What follows belongs to an exercise in optimizing a design on an open flow for small area and a short achievable clock period; a production flow would make more cautious choices. At most, simulation tests tie the RTL to the original design; equivalence was not proved. Function not checked in runs 1 to 4: the RTL went through the layout flow alone.

<file path="flow/flow/run.sh">
#!/bin/bash
# Standard layout, with the port buffers made of the smallest buffer cell.
export BUFFER_PORTS_ARGS="-buffer_cell sky130_fd_sc_hd__buf_1"
export CTS_ARGS="-sink_clustering_enable -repair_clock_nets -buf_list {sky130_fd_sc_hd__clkbuf_4 sky130_fd_sc_hd__clkbuf_8} -dont_use_dummy_load"
bash standard.sh > standard.log 2>&1
</file>
<file path="flow/standard.sh">
#!/bin/bash
# synth_recipe.tcl (not shown) runs the flow's synth.tcl, then flattens the netlist and writes it again
# the make line also repeats each setting of config.mk as NAME=value (left out here)
make -C /OpenROAD-flow-scripts/flow DESIGN_CONFIG=/design/flow/config.mk WORK_HOME=/design/flow/orfs CLKGATE_MAP_FILE= SYNTH_SCRIPT=/design/flow/synth_recipe.tcl "${@:-finish}"
</file>
<file path="flow/config.mk">
export PLATFORM = sky130hd
export DESIGN_NAME = Cordic_Machine
export DESIGN_NICKNAME = Cordic_Machine
export VERILOG_FILES = /design/flow/design.v
export SDC_FILE = /design/flow/constraint.sdc
export NUM_CORES = 4
export LEC_CHECK = 0
export CAP_MARGIN = 20
export CORE_MARGIN = 2
export CORE_UTILIZATION = 60
export SETUP_SLACK_MARGIN = 1.75
export SLEW_MARGIN = 20
</file>
<file path="flow/constraint.sdc">
create_clock -name core_clock -period 6.0 [get_ports {clock_pulse}]
set_input_delay 1.2000 -clock core_clock [delete_from_list [all_inputs] [get_ports {clock_pulse}]]
set_output_delay 1.2000 -clock core_clock [all_outputs]
set_load 0.01 [all_outputs]
</file>
<file path="flow/design.v">
`timescale 1ns / 1ps
module Cordic_Machine(clock_pulse, reset, x_input, y_input, z_input, x_output, y_output, z_output, flag);
	input clock_pulse;
	input reset;  
	input signed [24:0] x_input;
	input signed [24:0] y_input;
	input signed [24:0] z_input;
	output signed [24:0] x_output;
	output signed [24:0] y_output;
	output signed [24:0] z_output;
	output flag;
	reg signed [24:0] x, y, z;
	reg [4:0] k, kyn;
	wire [4:0] kx = k;
	wire [4:0] ky = ~kyn;
	reg load;  
	reg nload;  
	wire [31:0] kdec = 32'd1 << k;
	wire [24:0] atan;
	assign atan[0] = |(kdec & 32'h000a2ff0);
	assign atan[1] = |(kdec & 32'h00051794);
	assign atan[2] = |(kdec & 32'h00028bec);
	assign atan[3] = |(kdec & 32'h000145c4);
	assign atan[4] = |(kdec & 32'h0000a2e0);
	assign atan[5] = |(kdec & 32'h00005160);
	assign atan[6] = |(kdec & 32'h000028bc);
	assign atan[7] = |(kdec & 32'h00001454);
	assign atan[8] = |(kdec & 32'h00000a22);
	assign atan[9] = |(kdec & 32'h00000514);
	assign atan[10] = |(kdec & 32'h0000028c);
	assign atan[11] = |(kdec & 32'h00000146);
	assign atan[12] = |(kdec & 32'h000000a6);
	assign atan[13] = |(kdec & 32'h00000056);
	assign atan[14] = |(kdec & 32'h0000002c);
	assign atan[15] = |(kdec & 32'h00000012);
	assign atan[16] = |(kdec & 32'h00000008);
	assign atan[17] = |(kdec & 32'h00000004);
	assign atan[18] = |(kdec & 32'h00000002);
	assign atan[19] = |(kdec & 32'h00000001);
	assign atan[20] = 1'b0;
	assign atan[21] = 1'b0;
	assign atan[22] = 1'b0;
	assign atan[23] = 1'b0;
	assign atan[24] = 1'b0;
	wire neg = z[24];
	wire [24:0] mx = {25{neg}};    
	wire [24:0] my = {25{~neg}};   
	wire [24:0] xi = x ^ mx;
	wire [24:0] yi = y ^ my;
	wire fx = mx[0] ^ (x[24] & ~load);
	wire fy = my[0] ^ (y[24] & ~load);
	wire signed [25:0] xe = {fx, xi};
	wire signed [25:0] ye = {fy, yi};
	wire signed [25:0] xsh = xe >>> kx;
	wire signed [25:0] ysh = ye >>> ky;
	wire [24:0] xa = (x_input & {25{load}}) | (x & {25{nload}});
	wire [24:0] ya = (y_input & {25{load}}) | (y & {25{nload}});
	wire [24:0] za = (z_input & {25{load}}) | (z & {25{nload}});
	wire [24:0] xn, yn, zn;
	bk_add25 ax (.a(xa), .b(ysh[24:0]), .ci(~neg), .s(xn));
	bk_add25 ay (.a(ya), .b(xsh[24:0]), .ci(neg), .s(yn));
	bk_add25 az (.a(za), .b(atan ^ {25{~neg}}), .ci(~neg), .s(zn));
	always @(posedge clock_pulse) begin
		if (reset) begin
			k <= 5'd31;
			kyn <= 5'd0;
			load <= 1'b1;
			nload <= 1'b0;
		end else begin
			k <= (k == 5'd20) ? 5'd31 : k + 5'd1;
			kyn <= (kyn == 5'd11) ? 5'd0 : kyn - 5'd1;
			load <= (k == 5'd20);
			nload <= (k != 5'd20);
		end
		x <= xn;
		y <= yn;
		z <= zn;
	end
	assign flag = (k == 5'd20);
	assign x_output = x;
	assign y_output = y;
	assign z_output = z;
endmodule
module bk_add25(a, b, ci, s);
	input [24:0] a, b;
	input ci;
	output [24:0] s;
	wire [25:0] g0 = {a & b, ci};
	wire [25:0] p0 = {a ^ b, 1'b0};
	wire g_0_1 = g0[1] | (p0[1] & g0[0]);
	wire p_0_1 = p0[1] & p0[0];
	wire g_0_3 = g0[3] | (p0[3] & g0[2]);
	wire p_0_3 = p0[3] & p0[2];
	wire g_0_5 = g0[5] | (p0[5] & g0[4]);
	wire p_0_5 = p0[5] & p0[4];
	wire g_0_7 = g0[7] | (p0[7] & g0[6]);
	wire p_0_7 = p0[7] & p0[6];
	wire g_0_9 = g0[9] | (p0[9] & g0[8]);
	wire p_0_9 = p0[9] & p0[8];
	wire g_0_11 = g0[11] | (p0[11] & g0[10]);
	wire p_0_11 = p0[11] & p0[10];
	wire g_0_13 = g0[13] | (p0[13] & g0[12]);
	wire p_0_13 = p0[13] & p0[12];
	wire g_0_15 = g0[15] | (p0[15] & g0[14]);
	wire p_0_15 = p0[15] & p0[14];
	wire g_0_17 = g0[17] | (p0[17] & g0[16]);
	wire p_0_17 = p0[17] & p0[16];
	wire g_0_19 = g0[19] | (p0[19] & g0[18]);
	wire p_0_19 = p0[19] & p0[18];
	wire g_0_21 = g0[21] | (p0[21] & g0[20]);
	wire p_0_21 = p0[21] & p0[20];
	wire g_0_23 = g0[23] | (p0[23] & g0[22]);
	wire p_0_23 = p0[23] & p0[22];
	wire g_0_25 = g0[25] | (p0[25] & g0[24]);
	wire p_0_25 = p0[25] & p0[24];
	wire g_1_2 = g0[2] | (p0[2] & g_0_1);
	wire p_1_2 = p0[2] & p_0_1;
	wire g_1_3 = g_0_3 | (p_0_3 & g_0_1);
	wire p_1_3 = p_0_3 & p_0_1;
	wire g_1_6 = g0[6] | (p0[6] & g_0_5);
	wire p_1_6 = p0[6] & p_0_5;
	wire g_1_7 = g_0_7 | (p_0_7 & g_0_5);
	wire p_1_7 = p_0_7 & p_0_5;
	wire g_1_10 = g0[10] | (p0[10] & g_0_9);
	wire p_1_10 = p0[10] & p_0_9;
	wire g_1_11 = g_0_11 | (p_0_11 & g_0_9);
	wire p_1_11 = p_0_11 & p_0_9;
	wire g_1_14 = g0[14] | (p0[14] & g_0_13);
	wire p_1_14 = p0[14] & p_0_13;
	wire g_1_15 = g_0_15 | (p_0_15 & g_0_13);
	wire p_1_15 = p_0_15 & p_0_13;
	wire g_1_18 = g0[18] | (p0[18] & g_0_17);
	wire p_1_18 = p0[18] & p_0_17;
	wire g_1_19 = g_0_19 | (p_0_19 & g_0_17);
	wire p_1_19 = p_0_19 & p_0_17;
	wire g_1_22 = g0[22] | (p0[22] & g_0_21);
	wire p_1_22 = p0[22] & p_0_21;
	wire g_1_23 = g_0_23 | (p_0_23 & g_0_21);
	wire p_1_23 = p_0_23 & p_0_21;
	wire g_2_4 = g0[4] | (p0[4] & g_1_3);
	wire p_2_4 = p0[4] & p_1_3;
	wire g_2_5 = g_0_5 | (p_0_5 & g_1_3);
	wire p_2_5 = p_0_5 & p_1_3;
	wire g_2_6 = g_1_6 | (p_1_6 & g_1_3);
	wire p_2_6 = p_1_6 & p_1_3;
	wire g_2_7 = g_1_7 | (p_1_7 & g_1_3);
	wire p_2_7 = p_1_7 & p_1_3;
	wire g_2_12 = g0[12] | (p0[12] & g_1_11);
	wire p_2_12 = p0[12] & p_1_11;
	wire g_2_13 = g_0_13 | (p_0_13 & g_1_11);
	wire p_2_13 = p_0_13 & p_1_11;
	wire g_2_14 = g_1_14 | (p_1_14 & g_1_11);
	wire p_2_14 = p_1_14 & p_1_11;
	wire g_2_15 = g_1_15 | (p_1_15 & g_1_11);
	wire p_2_15 = p_1_15 & p_1_11;
	wire g_2_20 = g0[20] | (p0[20] & g_1_19);
	wire p_2_20 = p0[20] & p_1_19;
	wire g_2_21 = g_0_21 | (p_0_21 & g_1_19);
	wire p_2_21 = p_0_21 & p_1_19;
	wire g_2_22 = g_1_22 | (p_1_22 & g_1_19);
	wire p_2_22 = p_1_22 & p_1_19;
	wire g_2_23 = g_1_23 | (p_1_23 & g_1_19);
	wire p_2_23 = p_1_23 & p_1_19;
	wire g_3_8 = g0[8] | (p0[8] & g_2_7);
	wire p_3_8 = p0[8] & p_2_7;
	wire g_3_9 = g_0_9 | (p_0_9 & g_2_7);
	wire p_3_9 = p_0_9 & p_2_7;
	wire g_3_10 = g_1_10 | (p_1_10 & g_2_7);
	wire p_3_10 = p_1_10 & p_2_7;
	wire g_3_11 = g_1_11 | (p_1_11 & g_2_7);
	wire p_3_11 = p_1_11 & p_2_7;
	wire g_3_12 = g_2_12 | (p_2_12 & g_2_7);
	wire p_3_12 = p_2_12 & p_2_7;
	wire g_3_13 = g_2_13 | (p_2_13 & g_2_7);
	wire p_3_13 = p_2_13 & p_2_7;
	wire g_3_14 = g_2_14 | (p_2_14 & g_2_7);
	wire p_3_14 = p_2_14 & p_2_7;
	wire g_3_15 = g_2_15 | (p_2_15 & g_2_7);
	wire p_3_15 = p_2_15 & p_2_7;
	wire g_3_24 = g0[24] | (p0[24] & g_2_23);
	wire p_3_24 = p0[24] & p_2_23;
	wire g_3_25 = g_0_25 | (p_0_25 & g_2_23);
	wire p_3_25 = p_0_25 & p_2_23;
	wire g_4_16 = g0[16] | (p0[16] & g_3_15);
	wire p_4_16 = p0[16] & p_3_15;
	wire g_4_17 = g_0_17 | (p_0_17 & g_3_15);
	wire p_4_17 = p_0_17 & p_3_15;
	wire g_4_18 = g_1_18 | (p_1_18 & g_3_15);
	wire p_4_18 = p_1_18 & p_3_15;
	wire g_4_19 = g_1_19 | (p_1_19 & g_3_15);
	wire p_4_19 = p_1_19 & p_3_15;
	wire g_4_20 = g_2_20 | (p_2_20 & g_3_15);
	wire p_4_20 = p_2_20 & p_3_15;
	wire g_4_21 = g_2_21 | (p_2_21 & g_3_15);
	wire p_4_21 = p_2_21 & p_3_15;
	wire g_4_22 = g_2_22 | (p_2_22 & g_3_15);
	wire p_4_22 = p_2_22 & p_3_15;
	wire g_4_23 = g_2_23 | (p_2_23 & g_3_15);
	wire p_4_23 = p_2_23 & p_3_15;
	wire g_4_24 = g_3_24 | (p_3_24 & g_3_15);
	wire p_4_24 = p_3_24 & p_3_15;
	wire g_4_25 = g_3_25 | (p_3_25 & g_3_15);
	wire p_4_25 = p_3_25 & p_3_15;
	assign s = p0[25:1] ^ {g_4_24, g_4_23, g_4_22, g_4_21, g_4_20, g_4_19, g_4_18, g_4_17, g_4_16, g_3_15, g_3_14, g_3_13, g_3_12, g_3_11, g_3_10, g_3_9, g_3_8, g_2_7, g_2_6, g_2_5, g_2_4, g_1_3, g_1_2, g_0_1, g0[0]};
endmodule
</file>
==> key figures, run 1 <==
Status
  – Outcome: finished clean

STA
  – Slew Limit Fails: 0
  – Final hold vios: 0
  – Skew final: 38.1 ps
  – Fmax: 244 MHz
  – TNS Setup: 0 ps
  – Max_slew headroom: 56.1%
  – Min Tclk post-route: 4100 ps
  – Final setup fails: 0
  – Unrepaired setup endpoints after global routing: yes
  – Worst slew pin tran: 658 ps
  – Worst setup margin: 1900 ps
  – Period utilization: 68.3%

Final layout
  – Synth-to-layout area growth: 15.7%
  – Register area: 1760 um^2
  – Most common cell after layout, fill and taps aside: buf_1
  – Final design utilization: 70.6%
  – Commonest non-fill, non-tap cells in the layout: buf_1, nand2_1, xnor2_1, nor2_1, dfxtp_1
  – Fillers: 1355
  – Nets: 1440
  – Finished Layout Cells: 1461
  – Multi-input gate area: 7310 um^2
  – Antenna cells: 0
  – Layout cell share with drive strength beyond 1: 12.8%
  – Design area: 10700 um^2

Placement
  – Post-Place Setup Slack: 1180 ps
  – IO Port Bufs: 152
  – Final estimated routing congestion in global placement: 0.960
  – Placed cell count: 1415
  – Placed Area: 9880 um^2
  – HPWL Detailed: 19.7 mm

Hold path
  – Hold depth: 2
  – Worst Hold Class: reg2reg
  – Min-Delay Endpoint: z[0]$_DFF_P_
  – Worst hold start: z[0]$_DFF_P_

Yosys
  – Synth warn: 1
  – Avg Cell Area, Syn: 8.16 um^2
  – Syn Std Cell Area: 9240 um^2
  – Netlist cell types: 68
  – Async set or reset register ratio after synthesis: 0%
  – Syn nets: 1297
  – Synth Register Bits: 87
  – Top_reg_cell synth: dfxtp_1
  – Post-synth EDFFs: 0
  – Dominant cells by area after synthesis: dfxtp_1, ha_1, xnor2_1
  – Seq/Total Area, Yosys: 18.8%
  – Area leader, netlist: dfxtp_1
  – Cells after Synth: 1132
  – Top cell type's share of synthesized area: 18.8%

Floorplan
  – FP Rows: 45
  – Die ar.: 16400 um^2
  – Die width: 128 um
  – IO Pins: 153
  – Die Y: 128 um
  – Core area: 15100 um^2
  – Starting density of the core: 61.0%

CTS
  – CTS clk-pin slew, worst paths: 90 ps
  – Skew-Pair Late Insertion Delay: 390 ps
  – CTS Buffer Depth: 2
  – H-tree levels: 3
  – CTS Buf Count: 9
  – Root Buffer: clkbuf_8
  – CTS tree: yes
  – Number of buffers inserted by hold repair at cts: 0
  – Sink Count: 87

Drt
  – Routed len/inst: 18.4 um
  – Average via count per standard cell: 6.24
  – Routed Wire Length: 26.9 mm
  – Routed Antenna Nets: 0
  – Routed vias: 9120
  – Residual DRC: 0
  – Router iterations before antenna repair: 6
  – Starting DRC count in detailed routing: 827

Global routing
  – GRT overflow: 0
  – Vias in the first global route: 7935
  – Antenna violations before repair: 0
  – Largest net degree at the start of global routing: 51
  – First-pass GRT wire length: 40.9 mm
  – GRT Resource Usage Total: 31.6%

Setup path
  – Crit path max-delay cell type: mux4_2
  – Worst Path Class, Setup: reg2reg
  – Critical Path Sink Type: flop
  – Reg2reg start: kyn[0]$_SDFF_PP0_
  – R2R cell count: 16
  – R2R Path End: x[24]$_DFF_P_
  – Worst endpoint data arrival time: 4420 ps
  – Worst Setup Start Kind: flop
  – R2R Setup Slk: 1900 ps
  – Worst path max stage delay: 510 ps
  – Most frequent cell on the critical path: a21o_1
  – Crit-path cells: buf_6 > mux4_2 > xnor2_1 > nand2_1 > nand2_1 > mux4_2 > ha_4 > a21o_1 > a21o_1 > a21o_1 > a221o_1 > o21ai_2 > o221ai_2 > a211o_1 > a21oi_2 > xnor2_1
  – Critical-path maximum fanout: 8
  – WP data required: 6320 ps

Job
  – Max-Cap Viols: 0
routing by layer:
| metal | wire, um | vias up | track usage (%) |
|---|---|---|---|
| met2 | 12800 | 384 | 51.7 |
| met1 | 11800 | 4326 | 43.6 |
| li1 | - | 4365 | - |
| met3 | 1830 | 45 | 4.59 |
| met5 | 0 | - | 0 |
| met4 | 560 | 0 | 8.99 |
worst max-delay path by stage:
stage,cells after the start,to,start
after floorplan,18,y[24]$_DFF_P_,k[0]$_SDFF_PP1_
after global placement,15,x[24]$_DFF_P_,kyn[0]$_SDFF_PP0_
after detailed placement,15,x[24]$_DFF_P_,kyn[0]$_SDFF_PP0_
after CTS,18,y[8]$_DFF_P_,k[0]$_SDFF_PP1_
after global routing,19,x[8]$_DFF_P_,kyn[0]$_SDFF_PP0_
final,16,x[24]$_DFF_P_,kyn[0]$_SDFF_PP0_
area by class of cell:
type	instances	area share, %
Clock buffer	9	1.16
Inverter	49	1.82
Multi-Input combinational cell	922	68.4
Sequential cell	87	16.5
Tap cell	188	2.20
Timing Repair Buffer	206	10.0
synth_stat cells, drive strengths merged (3+ instances only):
| cell type | n |
|---|---|
| nand2b | 8 |
| mux4 | 26 |
| o22ai | 3 |
| o211ai | 14 |
| a211oi | 23 |
| buf | 24 |
| ha | 77 |
| mux2 | 5 |
| nor2b | 14 |
| inv | 47 |
| nand2 | 124 |
| o21ai | 52 |
| a21o | 34 |
| a22o | 70 |
| o21bai | 10 |
| or2 | 3 |
| a21oi | 76 |
| a311oi | 3 |
| nand4 | 7 |
| fa | 11 |
| and2 | 3 |
| clkbuf | 50 |
| o21a | 13 |
| nand3 | 13 |
| nor2 | 95 |
| mux2i | 31 |
| nor4 | 4 |
| nor3 | 8 |
| xor2 | 29 |
| o31ai | 6 |
| and3 | 5 |
| xnor2 | 109 |
| o31a | 5 |
| a31oi | 8 |
| a22oi | 10 |
| dfxtp | 87 |
flip-flops by register name (all words and copies together), names as in the netlist:
register	flops
k	5
kyn	5
load	1
nload	1
x	25
y	25
z	25
stage by stage:
| stage | hold WS (ps) |
|---|---|
| CTS | 638 |
| detailed placement | 619 |
| floorplan | 578 |
| finish | 623 |
| global placement | 588 |
| global route | 657 |
what timing repair did:
item	CTS	global route
endpoints found under the setup margin	41	38
pin swaps	1	12
cloned	0	1
buffers inserted	14	22
resized for setup	22	60
worst max-delay path: cells and delay by family (launching register included):
family	cells	cell delay, ps
AOI/OAI and AO/OA	8	1780
muxes	2	1010
DFF	1	390
xor gates and xnor gates	2	280
adders and majority gates	1	270
buffers and inverters	1	160
and+or+nand+nor	2	160
logic make-up (layout without fill, tap and decap cells):
| family | after synthesis | in the layout | share of synthesized area (%) |
|---|---|---|---|
| AO/OA/AOI/OAI | 344 | 344 | 26.2 |
| buffers and inverters | 123 | 264 | 5.29 |
| multiplexers | 62 | 62 | 10.3 |
| AND/OR/NAND/NOR | 290 | 290 | 13.5 |
| adder cells (fa/ha/maj) | 88 | 88 | 12.8 |
| XOR/XNOR | 138 | 138 | 13.1 |
| flip-flops | 87 | 87 | 18.8 |
==> run 2, diff against run 1 <==
--- a/flow/config.mk
+++ b/flow/config.mk
@@ -9,4 +9,4 @@
 export CORE_MARGIN = 2
 export CORE_UTILIZATION = 60
-export SETUP_SLACK_MARGIN = 1.75
+export SETUP_SLACK_MARGIN = 1.6
 export SLEW_MARGIN = 20
==> run 2 against run 1 <==
  * Clock skew about the same
  * Via count decreased by 1.8%
  * Largest cell class unchanged
  * Routed wire length decreased by 1.7%
  * Die area unchanged
  * Fmax decreased by 3.7%
  * Critical path depth decreased by 1
  * Worst setup slack got worse by 160 ps
  * Sequential share of layout area increased by 0.58 points
  * Area after synthesis unchanged
  * Global-route usage decreased by 0.27 points
  * Highest routed layer unchanged
==> key figures, run 2 <==
Status
  – Outcome: finished clean (unchanged)

Setup path
  – Worst endpoint data arrival time: 4570 ps (was 4420 ps)
  – Critical-path maximum fanout: 11 (was 8)
  – Worst path max stage delay: 530 ps (was 510 ps)
  – WP data required: 6310 ps (was 6320 ps)
  – Critical Path Sink Type: flop (unchanged)
  – R2R Path End: y[24]$_DFF_P_ (was x[24]$_DFF_P_)
  – Worst Path Class, Setup: reg2reg (unchanged)
  – Crit-path cells: buf_4 > mux4_2 > xnor2_2 > mux2i_1 > mux4_2 > ha_1 > a21oi_2 > o21bai_1 > a21o_1 > a221o_1 > o21ai_2 > o221ai_2 > a211o_1 > a21oi_1 > xnor2_1 (was buf_6 > mux4_2 > xnor2_1 > nand2_1 > nand2_1 > mux4_2 > ha_4 > a21o_1 > a21o_1 > a21o_1 > a221o_1 > o21ai_2 > o221ai_2 > a211o_1 > a21oi_2 > xnor2_1)
  – Worst path depth: 15 (was 16)
  – Buf/Inv on CP: 1 (unchanged)
  – Reg2reg start: k[0]$_SDFF_PP1_ (was kyn[0]$_SDFF_PP0_)
  – Cell family with most CP delay: compound AO/OA/AOI/OAI gates (unchanged)
  – Most frequent cell on the critical path: mux4_2 (was a21o_1)
  – R2R Setup Slk: 1740 ps (was 1900 ps)
  – R2R cell count: 15 (was 16)
  – Worst Setup Start Kind: flop (unchanged)
  – Crit path max-delay cell type: mux4_2 (unchanged)

Hold path
  – Hold depth: 2 (unchanged)
  – Worst Hold Class: reg2reg (unchanged)
  – Worst hold start: z[0]$_DFF_P_ (unchanged)
  – Min-Delay Endpoint: z[0]$_DFF_P_ (unchanged)

Yosys
  – Avg Cell Area, Syn: 8.16 um^2 (unchanged)
  – Netlist cell types: 68 (unchanged)
  – Synth warn: 1 (unchanged)
  – Commonest cells in the netlist: nand2_1, xnor2_1, nor2_1, dfxtp_1, ha_1 (unchanged)
  – Synth Register Bits: 87 (unchanged)
  – Syn nets: 1297 (unchanged)
  – Post-synth EDFFs: 0 (unchanged)
  – Syn Std Cell Area: 9240 um^2 (unchanged)
  – Async set or reset register ratio after synthesis: 0% (unchanged)
  – Top_reg_cell synth: dfxtp_1 (unchanged)
  – Cells after Synth: 1132 (unchanged)
  – Area leader, netlist: dfxtp_1 (unchanged)
  – Seq/Total Area, Yosys: 18.8% (unchanged)
  – Dominant cells by area after synthesis: dfxtp_1, ha_1, xnor2_1 (unchanged)
  – Top cell type's share of synthesized area: 18.8% (unchanged)
  – Most common cell in the netlist: nand2_1 (unchanged)

Final layout
  – Nets: 1421 (was 1440)
  – Register area: 1760 um^2 (unchanged)
  – Fillers: 1421 (was 1355)
  – Synth-to-layout area growth: 11.8% (was 15.7%)
  – Layout cell share with drive strength beyond 1: 9.17% (was 12.8%)
  – Top Registers: x (25), y (25), z (25) (unchanged)
  – Multi-input gate area: 7120 um^2 (was 7310 um^2)
  – Finished Layout Cells: 1442 (was 1461)
  – Commonest non-fill, non-tap cells in the layout: buf_1, nand2_1, xnor2_1, nor2_1, dfxtp_1 (unchanged)
  – Antenna cells: 0 (unchanged)
  – Most common cell after layout, fill and taps aside: buf_1 (unchanged)

Global routing
  – Largest net degree at the start of global routing: 51 (unchanged)
  – GRT Resource Usage Total: 31.3% (was 31.6%)
  – First-pass GRT wire length: 40.5 mm (was 40.9 mm)
  – GRT overflow: 0 (unchanged)
  – Vias in the first global route: 7884 (was 7935)
  – Antenna violations before repair: 0 (unchanged)

STA
  – Final hold slack: 634 ps (was 623 ps)
  – Fmax: 235 MHz (was 244 MHz)
  – Final setup fails: 0 (unchanged)
  – Final hold vios: 0 (unchanged)
  – Max_slew headroom: 55.3% (was 56.1%)
  – TNS Setup: 0 ps (unchanged)
  – Min Tclk post-route: 4260 ps (was 4100 ps)
  – Slew Limit Fails: 0 (unchanged)
  – Skew final: 37.8 ps (was 38.1 ps)
  – Unrepaired setup endpoints after global routing: yes (unchanged)
  – Period utilization: 71.0% (was 68.3%)
  – Worst setup margin: 1740 ps (was 1900 ps)
  – Worst slew pin tran: 670 ps (was 658 ps)

Drt
  – Starting DRC count in detailed routing: 768 (was 827)
  – Routed Antenna Nets: 0 (unchanged)
  – Routed vias: 8952 (was 9120)
  – Average via count per standard cell: 6.21 (was 6.24)
  – Routed len/inst: 18.4 um (about the same)
  – Router iterations before antenna repair: 6 (unchanged)
  – Residual DRC: 0 (unchanged)
  – Routed Wire Length: 26.5 mm (was 26.9 mm)

CTS
  – Number of buffers inserted by hold repair at cts: 0 (unchanged)
  – Root Buffer: clkbuf_8 (unchanged)
  – CTS Buffer Depth: 2 (unchanged)
  – CTS Buf Count: 9 (unchanged)
  – H-tree levels: 3 (unchanged)
  – CTS clk-pin slew, worst paths: 80 ps (was 90 ps)
  – CTS tree: yes (unchanged)
  – Sink Count: 87 (unchanged)
  – Skew-Pair Late Insertion Delay: 390 ps (about the same)

Placement
  – Placed cell count: 1415 (unchanged)
  – IO Port Bufs: 152 (unchanged)
  – Post-Place Setup Slack: 1180 ps (unchanged)
  – HPWL Detailed: 19.7 mm (unchanged)
  – Final estimated routing congestion in global placement: 0.960 (unchanged)

Floorplan
  – Die width: 128 um (unchanged)
  – Core area: 15100 um^2 (unchanged)
  – IO Pins: 153 (unchanged)
  – Die ar.: 16400 um^2 (unchanged)
  – Starting density of the core: 61.0% (unchanged)
  – FP Rows: 45 (unchanged)
  – Die Y: 128 um (unchanged)

Job
  – Max-Cap Viols: 0 (unchanged)
run 2: cell counts after synthesis:
No cell type changed its count.
run 2: area by class of cell:
type,instances,share of cell area (%)
Tap cell,188,2.28
Inverter,49,1.88
Sequential cell,87,17.0
Clock buffer,9,1.20
Timing Repair Buffer,187,8.74
Multi-Input combinational cell,922,68.9
run 2: cell families (layout without fill, tap and decap cells):
logic type | after synthesis | in the layout | share of synthesized area (%)
mux | 62 | 62 | 10.3
xor+xnor | 138 | 138 | 13.1
simple gates | 290 | 290 | 13.5
flops | 87 | 87 | 18.8
buf+inv | 123 | 245 | 5.29
compound gates | 344 | 344 | 26.2
fa+ha+maj | 88 | 88 | 12.8
run 2: worst max-delay path by stage:
stage / from / endpoint
2_1_floorplan: k[0]$_SDFF_PP1_ / y[24]$_DFF_P_
3_3_place_gp: kyn[0]$_SDFF_PP0_ / x[24]$_DFF_P_
3_5_place_dp: kyn[0]$_SDFF_PP0_ / x[24]$_DFF_P_
4_1_cts: kyn[1]$_SDFF_PP0_ / x[24]$_DFF_P_
5_1_grt: k[0]$_SDFF_PP1_ / y[24]$_DFF_P_
6_report: k[0]$_SDFF_PP1_ / y[24]$_DFF_P_
run 2: per-stage QoR:
step	utilization (%)	area, um^2
CTS	66.6	10100
global route	68.2	10300
floorplan	-	9240
detailed placement	65.2	9880
global placement	65.2	9880
finish	68.2	10300
run 2: worst reg2reg max path, cell delays in order, from the launching register on:
cell and delay, ps:
dfxtp_4 440, buf_4 170, mux4_2 520, xnor2_2 210, mux2i_1 150, mux4_2 530
ha_1 360, a21oi_2 150, o21bai_1 70, a21o_1 200, a221o_1 380, o21ai_2 210
o221ai_2 170, a211o_1 310, a21oi_1 180, xnor2_1 130
run 2: what timing repair did:
item / CTS / global route
gates cloned: 0 / 1
pin swaps: 0 / 4
setup buffers: 5 / 12
endpoints found under the setup margin: 34 / 38
resized for setup: 12 / 28
run 2: layer usage:
| layer | global-route usage (%) | share of wire [%] | wire length [um] | vias up |
|---|---|---|---|---|
| met5 | 0 | 0 | 0 | - |
| met2 | 51.1 | 46 | 12300 | 349 |
| met1 | 43.3 | 44 | 11700 | 4213 |
| met4 | 8.47 | 2.5 | 671 | 0 |
| li1 | - | - | - | 4335 |
| met3 | 5.05 | 6.8 | 1790 | 55 |
==> run 3, diff against run 2 <==
--- a/flow/config.mk
+++ b/flow/config.mk
@@ -9,4 +9,4 @@
 export CORE_MARGIN = 2
 export CORE_UTILIZATION = 60
-export SETUP_SLACK_MARGIN = 1.6
+export SETUP_SLACK_MARGIN = 1.9
 export SLEW_MARGIN = 20
==> run 3 against run 2 <==
  * Now fails the layout checks on antenna rules
  * Cell count increased by 2.3%
  * Clock-buffer cell count unchanged
  * Flip-flop and latch count unchanged
  * Via count increased by 2.7%
  * Largest cell class unchanged
  * Sequential share of layout area decreased by 1.2 points
  * Worst setup slack improved by 200 ps
  * Critical path type unchanged
==> key figures, run 3 <==
Setup path
  – Worst setup path startpoint: k[0]$_SDFF_PP1_ (unchanged)
  – Setup crit end: y[8]$_DFF_P_ (was y[24]$_DFF_P_)
  – Reg2reg start: k[0]$_SDFF_PP1_ (unchanged)
  – R2R Path End: y[8]$_DFF_P_ (was y[24]$_DFF_P_)
  – Critical-path maximum fanout: 4 (was 11)
  – R2R Setup Slk: 1940 ps (was 1740 ps)
  – Critical Path Sink Type: flop (unchanged)
  – Worst Path Class, Setup: reg2reg (unchanged)
  – Worst Setup Start Kind: flop (unchanged)
  – WP data required: 6280 ps (was 6310 ps)
  – R2R cell count: 19 (was 15)
  – Worst endpoint data arrival time: 4340 ps (was 4570 ps)

Yosys
  – Dominant cells by area after synthesis: dfxtp_1, ha_1, xnor2_1 (unchanged)
  – Most common cell in the netlist: nand2_1 (unchanged)
  – Avg Cell Area, Syn: 8.16 um^2 (unchanged)
  – Post-synth EDFFs: 0 (unchanged)
  – Area leader, netlist: dfxtp_1 (unchanged)
  – Netlist cell types: 68 (unchanged)
  – Cells after Synth: 1132 (unchanged)
  – Synth warn: 1 (unchanged)
  – Top_reg_cell synth: dfxtp_1 (unchanged)
  – Top cell type's share of synthesized area: 18.8% (unchanged)
  – Seq/Total Area, Yosys: 18.8% (unchanged)
  – Async set or reset register ratio after synthesis: 0% (unchanged)
  – Commonest cells in the netlist: nand2_1, xnor2_1, nor2_1, dfxtp_1, ha_1 (unchanged)
  – Synth Register Bits: 87 (unchanged)
  – Syn nets: 1297 (unchanged)
  – Syn Std Cell Area: 9240 um^2 (unchanged)

Drt
  – Routed Antenna Nets: 1 (was 0)
  – Starting DRC count in detailed routing: 628 (was 768)
  – Routed len/inst: 18.9 um (was 18.4 um)
  – Routed vias: 9197 (was 8952)
  – Average via count per standard cell: 6.24 (was 6.21)
  – Router iterations before antenna repair: 5 (was 6)
  – Routed Wire Length: 27.9 mm (was 26.5 mm)
  – Residual DRC: 0 (unchanged)

Placement
  – HPWL Detailed: 19.6 mm (was 19.7 mm)
  – Final estimated routing congestion in global placement: 1.00 (was 0.960)
  – Post-Place Setup Slack: 1170 ps (was 1180 ps)
  – IO Port Bufs: 152 (unchanged)

STA
  – TNS Setup: 0 ps (unchanged)
  – Worst slew pin tran: 961 ps (was 670 ps)
  – Period utilization: 67.7% (was 71.0%)
  – Worst setup margin: 1940 ps (was 1740 ps)
  – Final hold vios: 0 (unchanged)
  – Skew final: 22.6 ps (was 37.8 ps)
  – Final setup fails: 0 (unchanged)
  – Max_slew headroom: 36.0% (was 55.3%)
  – Min Tclk post-route: 4060 ps (was 4260 ps)
  – Slew Limit Fails: 0 (unchanged)
  – Unrepaired setup endpoints after global routing: yes (unchanged)
  – Fmax: 246 MHz (was 235 MHz)
  – Final hold slack: 605 ps (was 634 ps)

CTS
  – CTS tree: yes (unchanged)
  – CTS Buffer Depth: 2 (unchanged)
  – Root Buffer: clkbuf_8 (unchanged)
  – Sink Count: 87 (unchanged)
  – Skew-Pair Late Insertion Delay: 390 ps (about the same)
  – H-tree levels: 3 (unchanged)
  – CTS Buf Count: 9 (unchanged)
  – CTS clk-pin slew, worst paths: 80 ps (about the same)

Floorplan
  – IO Pins: 153 (unchanged)
  – Die Y: 128 um (unchanged)
  – FP Rows: 45 (unchanged)
  – Core area: 15100 um^2 (unchanged)
  – Die ar.: 16400 um^2 (unchanged)
  – Starting density of the core: 61.0% (unchanged)
  – Die width: 128 um (unchanged)

Hold path
  – Worst Hold Class: reg2reg (unchanged)

Final layout
  – Most common cell after layout, fill and taps aside: buf_1 (unchanged)
  – Layout cell share with drive strength beyond 1: 17.4% (was 9.17%)
  – Final design utilization: 73.4% (was 68.2%)
  – Top Registers: x (25), y (25), z (25) (unchanged)
  – Register area: 1760 um^2 (about the same)
  – Fillers: 1253 (was 1421)
  – Commonest non-fill, non-tap cells in the layout: buf_1, nand2_1, nor2_1, xnor2_1, dfxtp_1 (was buf_1, nand2_1, xnor2_1, nor2_1, dfxtp_1)
  – Synth-to-layout area growth: 20.3% (was 11.8%)
  – Multi-input gate area: 7600 um^2 (was 7120 um^2)
  – Nets: 1449 (was 1421)

Global routing
  – GRT Resource Usage Total: 32.3% (was 31.3%)
  – Antenna violations before repair: 0 (unchanged)
  – Vias in the first global route: 8022 (was 7884)
  – Largest net degree at the start of global routing: 59 (was 51)
  – First-pass GRT wire length: 41.8 mm (was 40.5 mm)
  – GRT overflow: 0 (unchanged)

Job
  – Max-Cap Viols: 0 (unchanged)

Status
  – Outcome: finished with violations (was finished clean)
  – SO Faults: antenna rules
-- run 3: changes by cell type in the layout (fill, tap and decap cells not counted), sizes merged --
| cell | delta |
|---|---|
| diode | +5 |
| bufbuf | +1 |
| buf | +26 |
| clkinvlp | +2 |
| inv | -2 |
| clkinv | +1 |
-- run 3: cells by family (layout without fill, tap and decap cells) --
group	count (synthesis)	in the layout	share of synthesized area, %
AO/OA/AOI/OAI	344	344	26.2
AND/OR/NAND/NOR	290	290	13.5
other	0	5	0
flip-flops	87	87	18.8
XOR/XNOR	138	138	13.1
buffers and inverters	123	273	5.29
multiplexers	62	62	10.3
adder cells (fa/ha/maj)	88	88	12.8
-- run 3: what timing repair did --
action / in CTS / in global routing
setup endpoints to repair: 49 / 42
pin swaps: 13 / 68
buffers inserted: 20 / 24
gates cloned: 1 / 2
resized for setup: 59 / 100
hold buffers: 0 / 0
-- run 3: metrics by stage --
step	cells	instance area [um^2]
after floorplan	1132	9260
after global placement	1414	9870
after detailed placement	1414	9870
after CTS	1444	10400
after global routing	1470	11100
final	1475	11100
-- run 3: worst max-delay path, cell delays in order, from the launching register on --
cell and delay, ps:
dfxtp_4 380, buf_12 110, buf_4 100, mux4_2 560
xnor2_4 220, mux2i_2 130, o21ai_0 170, nand2_1 70
o21a_1 140, ha_1 290, nor2b_1 130, o21a_1 210
o21ai_2 180, nand2b_1 110, a21o_1 180, and2_4 170
o21ai_2 110, nand2_1 90, fa_2 370, xor2_1 230
-- run 3: cell type report --
cell class,instances,area share [%]
Timing Repair Buffer,214,10.6
Tap cell,188,2.12
Antenna cell,5,0.113
Inverter,49,1.81
Multi-Input combinational cell,922,68.3
Timing Repair inverter,1,0.0450
Clock buffer,9,1.11
Sequential cell,87,15.8
-- run 3: how the worst min path moves through the flow --
stage                     startpoint            to  cells after the start
floorplan           nload$_SDFF_PP0_  z[0]$_DFF_P_                      2
global placement        z[0]$_DFF_P_  z[0]$_DFF_P_                      2
detailed placement      z[0]$_DFF_P_  z[0]$_DFF_P_                      2
CTS                     z[0]$_DFF_P_  z[0]$_DFF_P_                      2
global route            z[0]$_DFF_P_  z[0]$_DFF_P_                      2
finish                  z[0]$_DFF_P_  z[0]$_DFF_P_                      2
-- run 3: routing by layer --
| metal | share of wire, % | wire (um) | global-route usage [%] | up-vias |
|---|---|---|---|---|
| met5 | 0 | 0 | 0 | - |
| met4 | 2.0 | 569 | 8.73 | 0 |
| met3 | 5.8 | 1630 | 4.80 | 48 |
| met2 | 49 | 13700 | 54.8 | 368 |
| met1 | 43 | 11900 | 43.1 | 4390 |
| li1 | - | - | - | 4391 |
==> run 4, diff against run 3 <==
--- a/flow/design.v
+++ b/flow/design.v
@@ -11,7 +11,7 @@
 	output flag;
 	reg signed [24:0] x, y, z;
-	reg [4:0] k, kyn;
+	reg [4:0] k;
 	wire [4:0] kx = k;
-	wire [4:0] ky = ~kyn;
+	wire [4:0] ky = k;
 	reg load;  
 	reg nload;  
@@ -64,10 +64,8 @@
 		if (reset) begin
 			k <= 5'd31;
-			kyn <= 5'd0;
 			load <= 1'b1;
 			nload <= 1'b0;
 		end else begin
 			k <= (k == 5'd20) ? 5'd31 : k + 5'd1;
-			kyn <= (kyn == 5'd11) ? 5'd0 : kyn - 5'd1;
 			load <= (k == 5'd20);
 			nload <= (k != 5'd20);
--- a/flow/config.mk
+++ b/flow/config.mk
@@ -9,4 +9,4 @@
 export CORE_MARGIN = 2
 export CORE_UTILIZATION = 60
-export SETUP_SLACK_MARGIN = 1.9
+export SETUP_SLACK_MARGIN = 1.75
 export SLEW_MARGIN = 20
==> run 4 against run 3 <==
  * The run now finishes clean
  * Area after synthesis is 2.7% lower
  * Hold slack better by 23 ps
  * Fmax is 5.2% lower
==> key figures, run 4 <==
Status
  – Outcome: finished clean (was finished with violations)

Yosys
  – Seq/Total Area, Yosys: 18.2% (was 18.8%)
  – Synth warn: 1 (unchanged)
  – Most common cell in the netlist: xnor2_1 (was nand2_1)
  – Dominant cells by area after synthesis: dfxtp_1, xnor2_1, ha_1 (was dfxtp_1, ha_1, xnor2_1)
  – Post-synth EDFFs: 0 (unchanged)
  – Top_reg_cell synth: dfxtp_1 (unchanged)
  – Netlist cell types: 63 (was 68)
  – Async set or reset register ratio after synthesis: 0% (unchanged)
  – Syn nets: 1238 (was 1297)
  – Syn Std Cell Area: 9000 um^2 (was 9240 um^2)
  – Area leader, netlist: dfxtp_1 (unchanged)
  – Top cell type's share of synthesized area: 18.2% (was 18.8%)
  – Avg Cell Area, Syn: 8.37 um^2 (was 8.16 um^2)
  – Cells after Synth: 1075 (was 1132)
  – Commonest cells in the netlist: xnor2_1, nand2_1, a21oi_1, dfxtp_1, ha_1 (was nand2_1, xnor2_1, nor2_1, dfxtp_1, ha_1)
  – Synth Register Bits: 82 (was 87)

Floorplan
  – Die Y: 126 um (was 128 um)
  – Die width: 126 um (was 128 um)
  – Starting density of the core: 61.7% (was 61.0%)
  – IO Pins: 153 (unchanged)
  – Core area: 14600 um^2 (was 15100 um^2)
  – FP Rows: 44 (was 45)
  – Die ar.: 16000 um^2 (was 16400 um^2)

Setup path
  – Cell family with most CP delay: compound AO/OA/AOI/OAI gates (unchanged)
  – Worst setup path startpoint: k[0]$_SDFF_PP1_ (unchanged)
  – R2R cell count: 19 (unchanged)
  – Worst Path Class, Setup: reg2reg (unchanged)
  – R2R Path End: x[24]$_DFF_P_ (was y[8]$_DFF_P_)
  – R2R Setup Slk: 1720 ps (was 1940 ps)
  – Crit-path cells: buf_4 > clkbuf_16 > nor2b_1 > a211oi_1 > a21oi_1 > xnor2_1 > a21oi_1 > mux2_2 > o21ai_1 > ha_1 > a21o_1 > a21o_1 > a21oi_1 > o21ai_0 > a21oi_1 > nand3_2 > a31o_4 > a21oi_2 > xnor2_1 (was buf_12 > buf_4 > mux4_2 > xnor2_4 > mux2i_2 > o21ai_0 > nand2_1 > o21a_1 > ha_1 > nor2b_1 > o21a_1 > o21ai_2 > nand2b_1 > a21o_1 > and2_4 > o21ai_2 > nand2_1 > fa_2 > xor2_1)
  – Setup crit end: x[24]$_DFF_P_ (was y[8]$_DFF_P_)
  – Worst Setup Start Kind: flop (unchanged)
  – Critical Path Sink Type: flop (unchanged)
  – Worst path depth: 19 (unchanged)
  – Buf/Inv on CP: 2 (unchanged)
  – Crit path max-delay cell type: dfxtp_4 (was mux4_2)
  – Most frequent cell on the critical path: a21oi_1
  – Worst path max stage delay: 470 ps (was 560 ps)
  – Reg2reg start: k[0]$_SDFF_PP1_ (unchanged)
  – Critical-path maximum fanout: 7 (was 4)
  – Worst endpoint data arrival time: 4580 ps (was 4340 ps)
  – WP data required: 6300 ps (was 6280 ps)

STA
  – Min Tclk post-route: 4280 ps (was 4060 ps)
  – TNS Setup: 0 ps (unchanged)
  – Final hold vios: 0 (unchanged)
  – Max_slew headroom: 50.6% (was 36.0%)
  – Period utilization: 71.4% (was 67.7%)
  – Fmax: 234 MHz (was 246 MHz)
  – Skew final: 34.2 ps (was 22.6 ps)
  – Worst slew pin tran: 742 ps (was 961 ps)
  – Slew Limit Fails: 0 (unchanged)
  – Final setup fails: 0 (unchanged)
  – Unrepaired setup endpoints after global routing: yes (unchanged)

CTS
  – CTS Buffer Depth: 2 (unchanged)
  – H-tree levels: 3 (unchanged)
  – Root Buffer: clkbuf_8 (unchanged)
  – Skew-Pair Late Insertion Delay: 390 ps (about the same)
  – Sink Count: 82 (was 87)
  – CTS Buf Count: 9 (unchanged)
  – CTS tree: yes (unchanged)
  – CTS clk-pin slew, worst paths: 90 ps (was 80 ps)

Final layout
  – Top Registers: x (25), y (25), z (25) (unchanged)
  – Register area: 1660 um^2 (was 1760 um^2)
  – Nets: 1372 (was 1449)
  – Fillers: 1228 (was 1253)
  – Design area: 10500 um^2 (was 11100 um^2)
  – Commonest non-fill, non-tap cells in the layout: buf_1, nand2_1, xnor2_1, dfxtp_1 (was buf_1, nand2_1, nor2_1, xnor2_1, dfxtp_1)
  – Synth-to-layout area growth: 16.6% (was 20.3%)
  – Multi-input gate area: 7310 um^2 (was 7600 um^2)
  – Layout cell share with drive strength beyond 1: 13.8% (was 17.4%)
  – Most common cell after layout, fill and taps aside: buf_1 (unchanged)

Drt
  – Routed Antenna Nets: 0 (was 1)
  – Routed len/inst: 19.6 um (was 18.9 um)
  – Routed Wire Length: 27.3 mm (was 27.9 mm)
  – Average via count per standard cell: 6.40 (was 6.24)
  – Residual DRC: 0 (unchanged)
  – Routed vias: 8910 (was 9197)
  – Router iterations before antenna repair: 5 (unchanged)
  – Starting DRC count in detailed routing: 967 (was 628)

Global routing
  – Largest net degree at the start of global routing: 66 (was 59)
  – GRT Resource Usage Total: 32.8% (was 32.3%)
  – GRT overflow: 0 (unchanged)
  – First-pass GRT wire length: 41.8 mm (about the same)
  – Vias in the first global route: 7915 (was 8022)
  – Antenna violations before repair: 1 (was 0)

Placement
  – HPWL Detailed: 19.6 mm (about the same)
  – IO Port Bufs: 152 (unchanged)
  – Placed Area: 9650 um^2 (was 9870 um^2)
  – Final estimated routing congestion in global placement: 0.950 (was 1.00)

Job
  – Max-Cap Viols: 0 (unchanged)

Hold path
  – Worst Hold Class: reg2reg (unchanged)
run 4: cell count changes after synthesis, sizes merged, moves of 5 or more:
cell and change:
nor2 -27, dfxtp -5, mux2i +8, o21ai +9
nor2b +7, nand2 -20, inv -16, o211ai -10
o21bai -5, a21oi +11
run 4: metrics by stage:
stage                     instances  hold slack (ps)  setup slack (ps)  util [%]
after floorplan                1075              555              1780         -
after global placement         1354              584              1190      66.2
after detailed placement       1354              604              1070      66.2
after CTS                      1378              629              1750      69.1
after global routing           1391              657              1570      71.9
final                          1392              628              1720      71.9
run 4: cells by family after synthesis:
| family | after synthesis | synth area share (%) |
|---|---|---|
| XOR/XNOR | 138 | 13.4 |
| AO/OA/AOI/OAI | 347 | 26.6 |
| adder cells (fa/ha/maj) | 86 | 12.9 |
| flip-flops | 82 | 18.2 |
| AND/OR/NAND/NOR | 245 | 12.3 |
| multiplexers | 72 | 12.0 |
| buffers and inverters | 105 | 4.59 |
run 4: layout make-up:
type	count	area share (%)
Clock buffer	9	1.18
Multi-Input combinational cell	888	69.7
Sequential cell	82	15.8
Timing Repair inverter	1	0.0716
Inverter	31	1.18
Timing Repair Buffer	196	9.89
Tap cell	184	2.19
Antenna cell	1	0.0239
run 4: worst reg2reg max path, delay by kind of cell, from the launching register on:
family          cells  cell delay (ps)
compound gates     11             2230
xor+xnor            2              370
fa+ha+maj           1              360
buf+inv             2              290
flops               1              470
mux                 1              310
simple gates        2              180
run 4: worst min path at each step:
stage / from / end / slack [ps] / cells past startpoint
2_1_floorplan: nload$_SDFF_PP0_ / z[0]$_DFF_P_ / 550 / 2
3_3_place_gp: z[0]$_DFF_P_ / z[0]$_DFF_P_ / 580 / 2
3_5_place_dp: z[0]$_DFF_P_ / z[0]$_DFF_P_ / 600 / 2
4_1_cts: z[0]$_DFF_P_ / z[0]$_DFF_P_ / 630 / 2
5_1_grt: z[0]$_DFF_P_ / z[0]$_DFF_P_ / 660 / 2
6_report: z[0]$_DFF_P_ / z[0]$_DFF_P_ / 630 / 2
run 4: what timing repair did:
| action | CTS | global route |
|---|---|---|
| cloned | 1 | 2 |
| pin swaps | 5 | 22 |
| hold buffers | 0 | 0 |
| endpoints found under the setup margin | 43 | 27 |
| setup buffers | 14 | 11 |
| gates resized for setup | 39 | 58 |
run 4: metal layers:
layer | part of all wire (%) | up-vias | wire (um) | track usage, %
li1 | - | 4184 | - | -
met1 | 44 | 4195 | 12000 | 47.1
met2 | 44 | 452 | 11900 | 50.6
met3 | 8.9 | 79 | 2440 | 5.02
met4 | 3.4 | 0 | 933 | 10.9
met5 | 0 | - | 0 | 0
==> run 5, diff against run 4 <==
--- a/flow/design.v
+++ b/flow/design.v
@@ -11,9 +11,8 @@
 	output flag;
 	reg signed [24:0] x, y, z;
-	reg [4:0] k;
+	reg [4:0] k, kyn;
 	wire [4:0] kx = k;
-	wire [4:0] ky = k;
+	wire [4:0] ky = ~kyn;
 	reg load;  
-	reg nload;  
 	wire [31:0] kdec = 32'd1 << k;
 	wire [24:0] atan;
@@ -44,30 +43,33 @@
 	assign atan[24] = 1'b0;
 	wire neg = z[24];
-	wire [24:0] mx = {25{neg}};    
-	wire [24:0] my = {25{~neg}};   
-	wire [24:0] xi = x ^ mx;
-	wire [24:0] yi = y ^ my;
-	wire fx = mx[0] ^ (x[24] & ~load);
-	wire fy = my[0] ^ (y[24] & ~load);
+	reg cx, cy;                    
+	wire [24:0] xi = x ^ {25{cx}};
+	wire [24:0] yi = y ^ {25{cy}};
+	wire fx = cx ^ (x[24] & ~load);
+	wire fy = cy ^ (y[24] & ~load);
 	wire signed [25:0] xe = {fx, xi};
 	wire signed [25:0] ye = {fy, yi};
 	wire signed [25:0] xsh = xe >>> kx;
 	wire signed [25:0] ysh = ye >>> ky;
-	wire [24:0] xa = (x_input & {25{load}}) | (x & {25{nload}});
-	wire [24:0] ya = (y_input & {25{load}}) | (y & {25{nload}});
-	wire [24:0] za = (z_input & {25{load}}) | (z & {25{nload}});
+	wire [24:0] xa = load ? x_input : x;
+	wire [24:0] ya = load ? y_input : y;
+	wire [24:0] za = load ? z_input : z;
 	wire [24:0] xn, yn, zn;
-	bk_add25 ax (.a(xa), .b(ysh[24:0]), .ci(~neg), .s(xn));
-	bk_add25 ay (.a(ya), .b(xsh[24:0]), .ci(neg), .s(yn));
+	bk_add25 ax (.a(xa), .b(ysh[24:0]), .ci(cy), .s(xn));
+	bk_add25 ay (.a(ya), .b(xsh[24:0]), .ci(cx), .s(yn));
 	bk_add25 az (.a(za), .b(atan ^ {25{~neg}}), .ci(~neg), .s(zn));
 	always @(posedge clock_pulse) begin
 		if (reset) begin
 			k <= 5'd31;
+			kyn <= 5'd0;
 			load <= 1'b1;
-			nload <= 1'b0;
+			cx <= 1'b0;
+			cy <= 1'b0;
 		end else begin
+			cx <= zn[24] & (k != 5'd20);
+			cy <= ~zn[24] & (k != 5'd20);
 			k <= (k == 5'd20) ? 5'd31 : k + 5'd1;
+			kyn <= (kyn == 5'd11) ? 5'd0 : kyn - 5'd1;
 			load <= (k == 5'd20);
-			nload <= (k != 5'd20);
 		end
 		x <= xn;
==> run 5 against run 4 <==
  * Still clean on timing, DRC and antenna
  * Via count is 4.0% lower
  * Critical path depth is 2 lower
  * Area after synthesis is 6.4% higher
  * Register-to-register slack better by 280 ps
  * Hold slack worse by 82 ps
  * Routed wire length is 6.7% lower
  * Clock-buffer cell count stayed put
  * Synthesized cell count is 5.8% higher
  * Worst setup slack better by 280 ps
  * Clock skew is 15 ps lower
  * Critical endpoint is now x[7]$_DFF_P_
==> key figures, run 5 <==
STA
  – Final hold vios: 0 (unchanged)
  – TNS Setup: 0 ps (unchanged)
  – Min Tclk post-route: 4000 ps (was 4280 ps)
  – Slew Limit Fails: 0 (unchanged)
  – Unrepaired setup endpoints after global routing: no (was yes)
  – Final hold slack: 546 ps (was 628 ps)
  – Period utilization: 66.7% (was 71.4%)
  – Fmax: 250 MHz (was 234 MHz)
  – Max_slew headroom: 38.8% (was 50.6%)
  – Worst slew pin tran: 918 ps (was 742 ps)
  – Skew final: 19.7 ps (was 34.2 ps)
  – Final setup fails: 0 (unchanged)

Yosys
  – Syn nets: 1304 (was 1238)
  – Top_reg_cell synth: dfxtp_1 (unchanged)
  – Seq/Total Area, Yosys: 18.4% (was 18.2%)
  – Area leader, netlist: dfxtp_1 (unchanged)
  – Post-synth EDFFs: 0 (unchanged)
  – Syn Std Cell Area: 9570 um^2 (was 9000 um^2)
  – Dominant cells by area after synthesis: dfxtp_1, ha_1, xnor2_1 (was dfxtp_1, xnor2_1, ha_1)
  – Cells after Synth: 1137 (was 1075)
  – Synth warn: 1 (unchanged)
  – Netlist cell types: 63 (unchanged)
  – Most common cell in the netlist: nand2_1 (was xnor2_1)
  – Avg Cell Area, Syn: 8.42 um^2 (was 8.37 um^2)
  – Top cell type's share of synthesized area: 18.4% (was 18.2%)
  – Synth Register Bits: 88 (was 82)
  – Commonest cells in the netlist: nand2_1, xnor2_1, a21oi_1, dfxtp_1, nor2_1 (was xnor2_1, nand2_1, a21oi_1, dfxtp_1, ha_1)
  – Async set or reset register ratio after synthesis: 0% (unchanged)

Setup path
  – Cell family with most CP delay: compound AO/OA/AOI/OAI gates (unchanged)
  – Worst path max stage delay: 540 ps (was 470 ps)
  – Critical Path Sink Type: flop (unchanged)
  – Critical-path maximum fanout: 17 (was 7)
  – Crit path max-delay cell type: mux4_2 (was dfxtp_4)
  – Worst endpoint data arrival time: 4340 ps (was 4580 ps)
  – Buf/Inv on CP: 2 (unchanged)
  – Worst Path Class, Setup: reg2reg (unchanged)
  – Worst Setup Start Kind: flop (unchanged)
  – Crit-path cells: buf_12 > mux4_2 > xnor2_2 > mux2i_1 > a21o_1 > nand2_1 > o21ai_0 > fa_1 > a211oi_1 > o21bai_1 > a21oi_1 > nor2b_1 > nor2_1 > nor2b_1 > nor2_1 > fa_1 > inv_1 (was buf_4 > clkbuf_16 > nor2b_1 > a211oi_1 > a21oi_1 > xnor2_1 > a21oi_1 > mux2_2 > o21ai_1 > ha_1 > a21o_1 > a21o_1 > a21oi_1 > o21ai_0 > a21oi_1 > nand3_2 > a31o_4 > a21oi_2 > xnor2_1)
  – WP data required: 6340 ps (was 6300 ps)

Drt
  – Starting DRC count in detailed routing: 469 (was 967)
  – Routed Wire Length: 25.5 mm (was 27.3 mm)
  – Routed Antenna Nets: 0 (unchanged)
  – Router iterations before antenna repair: 5 (unchanged)
  – Average via count per standard cell: 5.82 (was 6.40)
  – Routed vias: 8555 (was 8910)
  – Residual DRC: 0 (unchanged)
  – Routed len/inst: 17.3 um (was 19.6 um)

Final layout
  – Final design utilization: 67.3% (was 71.9%)
  – Finished Layout Cells: 1469 (was 1392)
  – Commonest non-fill, non-tap cells in the layout: buf_1, nand2_1, xnor2_1, a21oi_1, dfxtp_1 (was buf_1, nand2_1, xnor2_1, dfxtp_1)
  – Multi-input gate area: 7440 um^2 (was 7310 um^2)
  – Layout cell share with drive strength beyond 1: 12.5% (was 13.8%)
  – Register area: 1780 um^2 (was 1660 um^2)
  – Nets: 1422 (was 1372)
  – Top Registers: x (25), y (25), z (25) (unchanged)
  – Synth-to-layout area growth: 10.4% (was 16.6%)
  – Antenna cells: 0 (was 1)
  – Most common cell after layout, fill and taps aside: buf_1 (unchanged)
  – Fillers: 1433 (was 1228)

Floorplan
  – FP Rows: 46 (was 44)
  – Starting density of the core: 60.9% (was 61.7%)
  – Die Y: 130 um (was 126 um)
  – Die width: 130 um (was 126 um)
  – Core area: 15700 um^2 (was 14600 um^2)
  – IO Pins: 153 (unchanged)
  – Die ar.: 17000 um^2 (was 16000 um^2)

Global routing
  – Vias in the first global route: 7662 (was 7915)
  – GRT overflow: 0 (unchanged)
  – Antenna violations before repair: 0 (was 1)
  – GRT Resource Usage Total: 29.7% (was 32.8%)
  – Largest net degree at the start of global routing: 52 (was 66)
  – First-pass GRT wire length: 39.4 mm (was 41.8 mm)

Job
  – Max-Cap Viols: 0 (unchanged)

CTS
  – Root Buffer: clkbuf_8 (unchanged)
  – Skew-Pair Late Insertion Delay: 390 ps (about the same)
  – Number of buffers inserted by hold repair at cts: 0 (unchanged)
  – CTS tree: yes (unchanged)
  – CTS Buffer Depth: 2 (unchanged)
  – Sink Count: 88 (was 82)
  – CTS Buf Count: 9 (unchanged)
  – H-tree levels: 3 (unchanged)
  – CTS clk-pin slew, worst paths: 90 ps (about the same)

Hold path
  – Worst Hold Class: reg2reg (unchanged)

Placement
  – IO Port Bufs: 152 (unchanged)
  – Placed cell count: 1447 (was 1354)
  – HPWL Detailed: 19.8 mm (was 19.6 mm)
  – Final estimated routing congestion in global placement: 0.937 (was 0.950)

Status
  – Outcome: finished clean (unchanged)
run 5: changes by cell type in the layout (fill, tap and decap cells not counted), moves of 12 or more:
cell | previous run | this run
a22o_1 | 71 | 0
mux2_2 | 5 | 71
mux2i_1 | 28 | 63
a21oi_1 | 73 | 97
xor2_1 | 25 | 41
nor2_1 | 66 | 80
inv_1 | 28 | 40
nand2_1 | 102 | 114
run 5: through the flow:
step                      cell area, um^2  setup WS [ps]
after global placement              10200           1570
after detailed placement            10200           1530
after floorplan                      9570           1920
after CTS                           10400           1740
after global routing                10600           1750
final                               10600           2000
run 5: worst paths after layout:
| path | slack [ps] | endpoint | depth (start not counted) | from |
|---|---|---|---|---|
| worst max-delay path | 2000 | x[7]$_DFF_P_ | 17 | kyn[0]$_SDFF_PP0_ |
| worst min-delay path | 550 | kyn[4]$_SDFF_PP0_ | 2 | kyn[4]$_SDFF_PP0_ |
| worst max register to register | 2000 | x[7]$_DFF_P_ | 17 | kyn[0]$_SDFF_PP0_ |
| worst min register to register | 550 | kyn[4]$_SDFF_PP0_ | 2 | kyn[4]$_SDFF_PP0_ |
run 5: metal layers:
metal / GRT usage (%) / routed length [um] / vias to the layer above
li1: - / - / 4284
met1: 41.1 / 11800 / 4017
met2: 49.4 / 12100 / 224
met3: 3.77 / 1130 / 30
met4: 7.53 / 449 / 0
met5: 0 / 0 / -
run 5: what timing repair did:
item / in CTS / in global routing
pin swaps: 0 / 2
endpoints found under the setup margin: 26 / 31
buffers inserted: 0 / 12
gates cloned: 0 / 1
gates resized for setup: 8 / 18
run 5: cell families after synthesis:
| logic type | Yosys count | synth area share [%] |
|---|---|---|
| compound gates | 264 | 17.7 |
| xor+xnor | 149 | 13.6 |
| fa+ha+maj | 90 | 12.8 |
| buf+inv | 112 | 4.54 |
| flops | 88 | 18.4 |
| mux | 156 | 19.9 |
| simple gates | 278 | 13.0 |
run 5: cell type report:
| class | count | share of cell area (%) |
|---|---|---|
| multi-input combinational | 937 | 70.4 |
| sequential | 88 | 16.8 |
| inverter | 43 | 1.56 |
| timing repair buffer | 176 | 7.49 |
| tap | 216 | 2.56 |
| clock buffer | 9 | 1.17 |
run 5: worst reg2reg max path: cells and delay by family (launching register included):
family | cells | cell delay, ps
fa+ha+maj | 2 | 920
mux | 2 | 670
simple gates | 5 | 530
buf+inv | 2 | 250
xor+xnor | 1 | 170
compound gates | 5 | 1040
flops | 1 | 390
==> run 6, diff against run 5 <==
--- a/flow/config.mk
+++ b/flow/config.mk
@@ -9,4 +9,4 @@
 export CORE_MARGIN = 2
 export CORE_UTILIZATION = 60
-export SETUP_SLACK_MARGIN = 1.75
+export SETUP_SLACK_MARGIN = 1.6
 export SLEW_MARGIN = 20
==> run 6 against run 5 <==
  * Hold slack better by 1.8 ps
  * Global-route usage hardly changed
  * Critical path depth is 1 higher
  * Critical path type unchanged
  * Largest cell class unchanged
==> key figures, run 6 <==
Yosys
  – Commonest cells in the netlist: nand2_1, xnor2_1, a21oi_1, dfxtp_1, nor2_1 (unchanged)
  – Syn Std Cell Area: 9570 um^2 (unchanged)
  – Top cell type's share of synthesized area: 18.4% (unchanged)
  – Area leader, netlist: dfxtp_1 (unchanged)
  – Post-synth EDFFs: 0 (unchanged)
  – Netlist cell types: 63 (unchanged)
  – Dominant cells by area after synthesis: dfxtp_1, ha_1, xnor2_1 (unchanged)
  – Synth warn: 1 (unchanged)
  – Seq/Total Area, Yosys: 18.4% (unchanged)
  – Cells after Synth: 1137 (unchanged)
  – Avg Cell Area, Syn: 8.42 um^2 (unchanged)

Global routing
  – Antenna violations before repair: 0 (unchanged)
  – Largest net degree at the start of global routing: 52 (unchanged)
  – Vias in the first global route: 7657 (was 7662)
  – GRT overflow: 0 (unchanged)
  – First-pass GRT wire length: 39.3 mm (was 39.4 mm)
  – GRT Resource Usage Total: 29.7% (about the same)

Final layout
  – Commonest non-fill, non-tap cells in the layout: buf_1, nand2_1, xnor2_1, a21oi_1, dfxtp_1 (unchanged)
  – Synth-to-layout area growth: 9.31% (was 10.4%)
  – Most common cell after layout, fill and taps aside: buf_1 (unchanged)
  – Fillers: 1448 (was 1433)
  – Nets: 1413 (was 1422)

STA
  – Skew final: 20.0 ps (was 19.7 ps)
  – Period utilization: 67.9% (was 66.7%)
  – Final hold vios: 0 (unchanged)
  – TNS Setup: 0 ps (unchanged)
  – Worst slew pin tran: 981 ps (was 918 ps)
  – Max_slew headroom: 34.5% (was 38.8%)
  – Final setup fails: 0 (unchanged)
  – Worst setup margin: 1920 ps (was 2000 ps)
  – Slew Limit Fails: 0 (unchanged)
  – Unrepaired setup endpoints after global routing: no (unchanged)

Drt
  – Routed vias: 8454 (was 8555)
  – Router iterations before antenna repair: 5 (unchanged)
  – Starting DRC count in detailed routing: 479 (was 469)
  – Routed len/inst: 17.2 um (was 17.3 um)
  – Average via count per standard cell: 5.79 (was 5.82)

Setup path
  – Worst endpoint data arrival time: 4420 ps (was 4340 ps)
  – Critical Path Sink Type: flop (unchanged)
  – Critical-path maximum fanout: 33 (was 17)
  – WP data required: 6340 ps (about the same)
  – Crit-path cells: buf_12 > mux2i_1 > xnor2_1 > and2_1 > a211oi_1 > a21oi_1 > o21ai_0 > mux2i_1 > ha_1 > a211oi_1 > o21bai_1 > a21oi_1 > nor2b_1 > nor2_1 > nor2b_1 > nor2_1 > fa_1 > inv_1 (was buf_12 > mux4_2 > xnor2_2 > mux2i_1 > a21o_1 > nand2_1 > o21ai_0 > fa_1 > a211oi_1 > o21bai_1 > a21oi_1 > nor2b_1 > nor2_1 > nor2b_1 > nor2_1 > fa_1 > inv_1)
  – Buf/Inv on CP: 2 (unchanged)
  – Worst Setup Start Kind: flop (unchanged)
  – Reg2reg start: kyn[0]$_SDFF_PP0_ (unchanged)
  – Worst Path Class, Setup: reg2reg (unchanged)
  – Worst path max stage delay: 430 ps (was 540 ps)
  – Worst setup path startpoint: kyn[0]$_SDFF_PP0_ (unchanged)
  – Cell family with most CP delay: compound AO/OA/AOI/OAI gates (unchanged)
  – Crit path max-delay cell type: fa_1 (was mux4_2)

CTS
  – Number of buffers inserted by hold repair at cts: 0 (unchanged)
  – Root Buffer: clkbuf_8 (unchanged)
  – H-tree levels: 3 (unchanged)
  – Skew-Pair Late Insertion Delay: 390 ps (about the same)
  – CTS Buffer Depth: 2 (unchanged)
  – CTS Buf Count: 9 (unchanged)
  – CTS clk-pin slew, worst paths: 90 ps (about the same)
  – Sink Count: 88 (unchanged)
  – CTS tree: yes (unchanged)

Floorplan
  – Die width: 130 um (unchanged)
  – Die ar.: 17000 um^2 (unchanged)
  – FP Rows: 46 (unchanged)
  – Core area: 15700 um^2 (unchanged)

Status
  – Outcome: finished clean (unchanged)

Hold path
  – Worst hold start: kyn[4]$_SDFF_PP0_ (unchanged)
  – Worst Hold Class: reg2reg (unchanged)

Placement
  – HPWL Detailed: 19.8 mm (unchanged)
  – IO Port Bufs: 152 (unchanged)
[run 6: path summary, 6_finish.rpt]
check | end | slack [ps] | cells past startpoint
max | x[7]$_DFF_P_ | 1920 | 18
min reg2reg | kyn[4]$_SDFF_PP0_ | 550 | 2
min | kyn[4]$_SDFF_PP0_ | 550 | 2
max reg2reg | x[7]$_DFF_P_ | 1920 | 18
[run 6: repair_timing]
item | CTS | global route
pin swaps | 0 | 2
resized for setup | 2 | 16
setup buffers | 0 | 4
setup endpoints to repair | 9 | 31
[run 6: metrics by stage]
step	cells	util, %	hold slack (ps)	instance area, um^2
after floorplan	1137	-	519	9570
after global placement	1447	65.1	525	10200
after detailed placement	1447	65.1	532	10200
after CTS	1456	65.9	555	10400
after global routing	1460	66.6	599	10500
final	1460	66.6	548	10500
[run 6: cells by family (layout without fill, tap and decap cells)]
family	count (synthesis)	in the layout	share of synthesized area, %
muxes	156	156	19.9
buffers and inverters	112	219	4.54
xor gates and xnor gates	149	149	13.6
adders and majority gates	90	90	12.8
AOI/OAI and AO/OA	264	264	17.7
DFF	88	88	18.4
and+or+nand+nor	278	278	13.0
[run 6: metal layers]
layer  vias to the layer above  GRT usage [%]  wire length (um)
met1                      3946           41.0             11700
li1                       4273              -                 -
met2                       205           49.4             11900
met5                         -              0                 0
met4                         0           7.53               443
met3                        30           3.77              1020
[run 6: final cells by class]
cell class	instances	area, um^2	area share (%)
multi-input combinational	937	7420	70.9
sequential	88	1770	17.0
timing repair buffer	167	703	6.72
tap	216	270	2.58
inverter	43	168	1.60
clock buffer	9	124	1.18
[run 6: tightest hold or removal path: cells and delay by family (launching register included)]
kind             cells  cell delay [ps]
AND/OR/NAND/NOR      1               70
XOR/XNOR             1               80
flip-flops           1              370

[afterwards: timing with drivers on the ports]
The results above use ideal ports. As a check the final layouts listed here were re-extracted and re-timed, cells and wires unchanged.
Step 1 (the two cells are an assumption about what drives the block):
set clk [get_ports {clock_pulse}]
set_driving_cell -lib_cell sky130_fd_sc_hd__clkbuf_16 $clk
set_driving_cell -lib_cell sky130_fd_sc_hd__buf_2 [delete_from_list [all_inputs] $clk]
Step 2 also shifts input and output timing later by t, the mid clock arrival at the registers, as if the neighbouring blocks saw the same clock.
a / b / c = no drivers / after step 1 / after step 2; a / b = the first two.
| run | t (ns) | slack for setup (ns) | worst setup path at the end | latest minus earliest clock arrival (ns) | slew at the worst register clock pin (ns) |
|---|---|---|---|---|---|
| run 1 | 0.410 | 1.900 / 1.900 / 1.900 | register to register | 0.038 / 0.038 | 0.11 / 0.11 |
| run 2 | 0.415 | 1.742 / 1.742 / 1.742 | register to register | 0.038 / 0.038 | 0.11 / 0.11 |
| run 3 | 0.416 | 1.939 / 1.939 / 1.939 | register to register | 0.023 / 0.023 | 0.10 / 0.10 |
| run 4 | 0.410 | 1.718 / 1.718 / 1.718 | register to register | 0.035 / 0.035 | 0.10 / 0.10 |
| run 5 | 0.417 | 1.999 / 1.999 / 1.999 | register to register | 0.020 / 0.020 | 0.09 / 0.09 |
| run 6 | 0.416 | 1.924 / 1.924 / 1.924 | register to register | 0.020 / 0.020 | 0.09 / 0.09 |
